From an optimization exercise on the open Yosys and OpenROAD flow, aimed at small area; shortcuts taken in it are not production practice.
RTL that was checked went through simulation tests only; none was proved equivalent to the original.
No driver is modelled on the clock port, so clock power and skew are understated where the tree is cut down; a real chip needs a root buffer or a tree.

==> module Comparador, before the edit <==
module Comparador(
    input clk,
    input rst,
    input [3:0] dinero,
    input [2:0] c_type,
    output reg ok,
    output reg [3:0] cambio
    );
reg [3:0] precio;
always @(*)
	case(c_type)
		3'b001: precio = 4'd3;
		3'b010: precio = 4'd4;
		3'b011: precio = 4'd5;
		3'b100: precio = 4'd7;
		default: precio = 4'd0;
	endcase
wire hit = (precio != 4'd0) && (dinero >= precio);
always @(posedge clk) begin
	ok     <= ~rst & hit;
	cambio <= hit ? dinero - precio : 4'd0;
end
endmodule
==> module SelectBebida, before the edit <==
module SelectBebida(
    input [3:0] switches,
    output reg [2:0] c_type
    );
always @(*)
begin
	case (switches)
		4'b0001 : c_type = 3'b001;
		4'b0010 : c_type = 3'b010;
		4'b0100 : c_type = 3'b011;
		4'b1000 : c_type = 3'b100;
		default : c_type = 3'b000;
	endcase
end
endmodule
==> module main, before the edit <==
module main(
    input clk,
    input rst,
    input btnl,
    input btnd,
    input btnr,
    input btnp,
    input [3:0] speed,
    output [7:0] led,
    output [6:0] seg,
    output [3:0] an
    );
wire [3:0] bebida;
wire [3:0] total;
wire [3:0] cambio;
wire reset_wire;
wire cobrar_wire;
wire cancel_wire;
wire hundred_wire;
wire five_hundred_wire;
wire [2:0] c_type;
wire [2:0] c_type_saved;
wire t_expired;
wire [2:0] ing_type;
wire [1:0] t_value;
wire start_timer;
wire ok;
localparam DB_N = 10, DB_K = 6;
localparam DIV_W = 12, DIV_K = 10;
localparam [DIV_W-1:0] DIV_TERM = 12'h742;
localparam SEG_N = 10, SEG_K = 6;
assign led[1:0] = 2'b00;
Debouncer #(.N(DB_N), .K(DB_K)) coffee      (.clk(clk), .rst(rst), .signal(speed[0]), .signal_state(bebida[0]), .signal_up());
Debouncer #(.N(DB_N), .K(DB_K)) coffee_milk (.clk(clk), .rst(rst), .signal(speed[1]), .signal_state(bebida[1]), .signal_up());
Debouncer #(.N(DB_N), .K(DB_K)) cappuc      (.clk(clk), .rst(rst), .signal(speed[2]), .signal_state(bebida[2]), .signal_up());
Debouncer #(.N(DB_N), .K(DB_K)) mocca       (.clk(clk), .rst(rst), .signal(speed[3]), .signal_state(bebida[3]), .signal_up());
Debouncer #(.N(DB_N), .K(DB_K)) cancel      (.clk(clk), .rst(rst), .signal(btnd), .signal_state(cancel_wire), .signal_up());
Debouncer #(.N(DB_N), .K(DB_K)) reset       (.clk(clk), .rst(rst), .signal(btnp), .signal_state(reset_wire), .signal_up());
Debouncer #(.N(DB_N), .K(DB_K)) hundred_coin      (.clk(clk), .rst(rst), .signal(btnl), .signal_state(), .signal_up(hundred_wire));
Debouncer #(.N(DB_N), .K(DB_K)) five_hundred_coin (.clk(clk), .rst(rst), .signal(btnr), .signal_state(), .signal_up(five_hundred_wire));
SelectBebida selector(.switches(bebida), .c_type(c_type));
Comparador comparador (.clk(clk), .rst(rst), .dinero(total), .c_type(c_type), .cambio(cambio), .ok(ok));
Contador monedero(.clk(clk), .rst(rst), .one(hundred_wire), .five(five_hundred_wire),
	.reset(cancel_wire | cobrar_wire), .total(total));
temporizador #(.W(DIV_W), .K(DIV_K), .TERM(DIV_TERM)) temp(.clk(clk), .rst(rst), .value(t_value), .start_timer(start_timer),
	.led_blink(led[2]), .t_expired(t_expired));
TimeSelector time_select(.c_type(c_type_saved), .ing_type(ing_type), .t_value(t_value));
FSM fsm(.clk(clk), .rst(rst), .ok(ok), .c_type(c_type), .t_expired(t_expired), .reset(reset_wire),
	.ing_type(ing_type), .start_timer(start_timer), .ingredientes(led[7:3]), .cobrar(cobrar_wire),
	.c_type_saved(c_type_saved));
seven_segment #(.N(SEG_N), .K(SEG_K)) seven_seg(.clk(clk), .rst(rst), .in((cambio != 4'd0) ? cambio : total), .seg(seg), .an(an));
endmodule
clock: 10.0 ns
lec_check: 0
cap_margin: 20
core_margin: 2
core_utilization: 60
slew_margin: 20
standard.sh (not shown) runs the stock make flow with config.mk's settings and CLKGATE_MAP_FILE= SYNTH_SCRIPT=/design/flow/synth_recipe.tcl, a recipe that flattens the netlist after the stock synthesis.
==> flow/flow/run.sh <==
#!/bin/bash
# Own flow: the standard flow, with three changes to how the layout is made:
#  1. after the standard synthesis (standard.sh synth, unchanged), the gates
#     between the flip-flops are re-mapped by ABC for area with a few scripts
#     (remap.tcl; every flip-flop instance is kept as it is, same name and
#     cell), in two rounds (the second starts from the first's smallest); the
#     smallest result that Yosys proves equivalent to the standard netlist
#     (equiv.tcl) replaces it; if none is proven, the standard one stays;
#  2. port buffers are the smallest buffer (buf_1) instead of the default;
#  3. the clock tree is built by cts.tcl instead of ORFS's CTS: the clock
#     port drives one root buffer, which drives a few leaf buffers, each at
#     the centre of a cluster of flip-flops and driving that cluster, each
#     sized to the smallest that keeps its flip-flops' clock slew in bounds.
# Each tool's full output goes to a log file in the work folder.
set -euo pipefail
WORK=$(pwd)
FLOWDIR=$WORK/flow
export RES=$WORK/orfs/results/${FLOW_PLATFORM}/main/base

bash standard.sh synth > $WORK/log_synth.txt 2>&1
cp $RES/1_2_yosys.v $RES/1_2_yosys_std.v

cands=""
# round 1 from the standard netlist, round 2 from round 1's smallest
IN=$RES/1_2_yosys_std.v
for round in 1 2; do
  for s in $FLOWDIR/m*.abc; do
    t=r${round}$(basename $s .abc)
    if FLOWDIR=$FLOWDIR IN=$IN TAG=$t ABC_SCRIPT=$s yosys -c $FLOWDIR/remap.tcl > $WORK/log_remap_$t.txt 2>&1; then
      a=$(awk '/Chip area/ {print $NF}' $RES/remap_$t.txt)
      cands="$cands$a $t"$'\n'
    fi
  done
  best=$(echo "$cands" | sort -g | awk 'NF==2 {print $2; exit}')
  [[ -n "$best" ]] && IN=$RES/remap_$best.v
done
echo "$cands" > $WORK/log_remap_areas.txt
chosen=""
for t in $(echo "$cands" | sort -g | awk 'NF==2 {print $2}'); do
  if CAND=$RES/remap_$t.v yosys -c $FLOWDIR/equiv.tcl > $WORK/log_equiv_$t.txt 2>&1; then
    chosen=$t
    break
  fi
done
if [[ -n "$chosen" ]]; then
  cp $RES/remap_$chosen.v $RES/1_2_yosys.v
  rm -f $RES/1_synth.odb $RES/1_synth.sdc
  echo "using re-mapped netlist $chosen"
else
  echo "no re-map proven; using the standard netlist"
fi

export BUFFER_PORTS_ARGS="-buffer_cell sky130_fd_sc_hd__buf_1"
bash standard.sh place > $WORK/log_place.txt 2>&1
FLOWDIR=$FLOWDIR CLK_LEAVES=18 CLK_LEAF_BUF=sky130_fd_sc_hd__clkbuf_8 CLK_ROOT_BUF=sky130_fd_sc_hd__clkbuf_8 CLK_SLEW_TARGET=0.110 \
  openroad -no_init -exit $FLOWDIR/cts.tcl > $WORK/log_cts.txt 2>&1
bash standard.sh finish > $WORK/log_finish.txt 2>&1
Other scripts of this flow, unchanged in this note and not shown: flow/flow/clocktree.tcl, flow/flow/cts.tcl, flow/flow/downsize.txt, flow/flow/equiv.tcl, flow/flow/m1.abc, flow/flow/m2.abc, flow/flow/m3.abc, flow/flow/m4.abc, flow/flow/m5.abc, flow/flow/m6.abc, flow/flow/m7.abc, flow/flow/remap.tcl
Then changed:
--- a/flow/design.v
+++ b/flow/design.v
@@ -128,29 +128,26 @@
 assign cobrar = l & is_charge;
 endmodule
 module Comparador(
     input clk,
     input rst,
     input [3:0] dinero,
-    input [2:0] c_type,
+    input [3:0] d,
     output reg ok,
     output reg [3:0] cambio
     );
-reg [3:0] precio;
-always @(*)
-	case(c_type)
-		3'b001: precio = 4'd3;
-		3'b010: precio = 4'd4;
-		3'b011: precio = 4'd5;
-		3'b100: precio = 4'd7;
-		default: precio = 4'd0;
-	endcase
-wire hit = (precio != 4'd0) && (dinero >= precio);
+wire [3:0] t = dinero;
+wire ge3 = t[3] | t[2] | (t[1] & t[0]);
+wire ge4 = t[3] | t[2];
+wire ge5 = t[3] | (t[2] & (t[1] | t[0]));
+wire ge7 = t[3] | (t[2] & t[1] & t[0]);
+wire hit = (d[0] & ge3) | (d[1] & ge4) | (d[2] & ge5) | (d[3] & ge7);
+wire [3:0] precio = {1'b0, d[1] | d[2] | d[3], d[0] | d[3], d[0] | d[2] | d[3]};
 always @(posedge clk) begin
 	ok     <= ~rst & hit;
-	cambio <= hit ? dinero - precio : 4'd0;
+	cambio <= hit ? t - precio : 4'd0;
 end
 endmodule
 module Contador(
     input clk,
     input rst,
     input one,
@@ -161,24 +158,22 @@
 always @(posedge clk)
 	if (rst || reset) total <= 4'd0;
 	else total <= total + {1'b0, five, 1'b0, one | five};
 endmodule
 module SelectBebida(
     input [3:0] switches,
-    output reg [2:0] c_type
+    output [3:0] d,
+    output [2:0] c_type
     );
-always @(*)
-begin
-	case (switches)
-		4'b0001 : c_type = 3'b001;
-		4'b0010 : c_type = 3'b010;
-		4'b0100 : c_type = 3'b011;
-		4'b1000 : c_type = 3'b100;
-		default : c_type = 3'b000;
-	endcase
-end
+wire lo = switches[0] | switches[1];
+wire hi = switches[2] | switches[3];
+assign d[0] = switches[0] & ~switches[1] & ~hi;
+assign d[1] = switches[1] & ~switches[0] & ~hi;
+assign d[2] = switches[2] & ~switches[3] & ~lo;
+assign d[3] = switches[3] & ~switches[2] & ~lo;
+assign c_type = {d[3], d[1] | d[2], d[0] | d[2]};
 endmodule
 module TimeSelector(
     input [2:0] c_type,
     input [2:0] ing_type,
     output [1:0] t_value
     );
@@ -287,12 +282,13 @@
 wire reset_wire;
 wire cobrar_wire;
 wire cancel_wire;
 wire hundred_wire;
 wire five_hundred_wire;
 wire [2:0] c_type;
+wire [3:0] drink;        
 wire [2:0] c_type_saved;
 wire t_expired;
 wire [2:0] ing_type;
 wire [1:0] t_value;
 wire start_timer;
 wire ok;
@@ -306,14 +302,14 @@
 Debouncer #(.N(DB_N), .K(DB_K)) cappuc      (.clk(clk), .rst(rst), .signal(speed[2]), .signal_state(bebida[2]), .signal_up());
 Debouncer #(.N(DB_N), .K(DB_K)) mocca       (.clk(clk), .rst(rst), .signal(speed[3]), .signal_state(bebida[3]), .signal_up());
 Debouncer #(.N(DB_N), .K(DB_K)) cancel      (.clk(clk), .rst(rst), .signal(btnd), .signal_state(cancel_wire), .signal_up());
 Debouncer #(.N(DB_N), .K(DB_K)) reset       (.clk(clk), .rst(rst), .signal(btnp), .signal_state(reset_wire), .signal_up());
 Debouncer #(.N(DB_N), .K(DB_K)) hundred_coin      (.clk(clk), .rst(rst), .signal(btnl), .signal_state(), .signal_up(hundred_wire));
 Debouncer #(.N(DB_N), .K(DB_K)) five_hundred_coin (.clk(clk), .rst(rst), .signal(btnr), .signal_state(), .signal_up(five_hundred_wire));
-SelectBebida selector(.switches(bebida), .c_type(c_type));
-Comparador comparador (.clk(clk), .rst(rst), .dinero(total), .c_type(c_type), .cambio(cambio), .ok(ok));
+SelectBebida selector(.switches(bebida), .d(drink), .c_type(c_type));
+Comparador comparador (.clk(clk), .rst(rst), .dinero(total), .d(drink), .cambio(cambio), .ok(ok));
 Contador monedero(.clk(clk), .rst(rst), .one(hundred_wire), .five(five_hundred_wire),
 	.reset(cancel_wire | cobrar_wire), .total(total));
 temporizador #(.W(DIV_W), .K(DIV_K), .TERM(DIV_TERM)) temp(.clk(clk), .rst(rst), .value(t_value), .start_timer(start_timer),
 	.led_blink(led[2]), .t_expired(t_expired));
 TimeSelector time_select(.c_type(c_type_saved), .ing_type(ing_type), .t_value(t_value));
 FSM fsm(.clk(clk), .rst(rst), .ok(ok), .c_type(c_type), .t_expired(t_expired), .reset(reset_wire),
Wire length came out higher by about 1.8%.
Cell count came out lower by 0.40%.
Core utilization came out higher by 0.18 points.
Die area came out higher by about 0.34%.
Critical path depth came out lower by 1.
Only the layout flow was run in the second run of this note; the RTL was not checked for function there. No run of this note takes its clock network from TritonCTS; it comes from the design's own scripts or RTL.

-- static timing again, ports no longer ideal --
The flow's constraints put no driver on any port. The routed layouts listed below were extracted and timed again, unchanged, in two steps.
Step 1 sets driving cells, clkbuf_16 on the clock port and buf_2 on the other inputs (assumed; they add their load-dependent delay and slew).
Step 2 adds t to the input delays and takes it off the output delays; t is the mean of the earliest and latest rising clock arrival at the registers after step 1. Input paths then give back, and output paths get back, about the clock's delay inside the block.
Slacks: no drivers / after step 1 / after step 2; pairs: no drivers / after step 1.
run	t (ns)	setup WS [ns]	hold WS [ns]	latest minus earliest clock arrival (ns)	worst register clock-pin slew, ns
the first run	0.438	5.562 / 5.532 / 5.970	0.367 / 0.367 / 0.367	0.058 / 0.058	0.10 / 0.10
the second run	0.428	5.725 / 5.694 / 5.981	0.357 / 0.357 / 0.357	0.068 / 0.067	0.10 / 0.10
After both steps setup and hold are still met in every run listed.
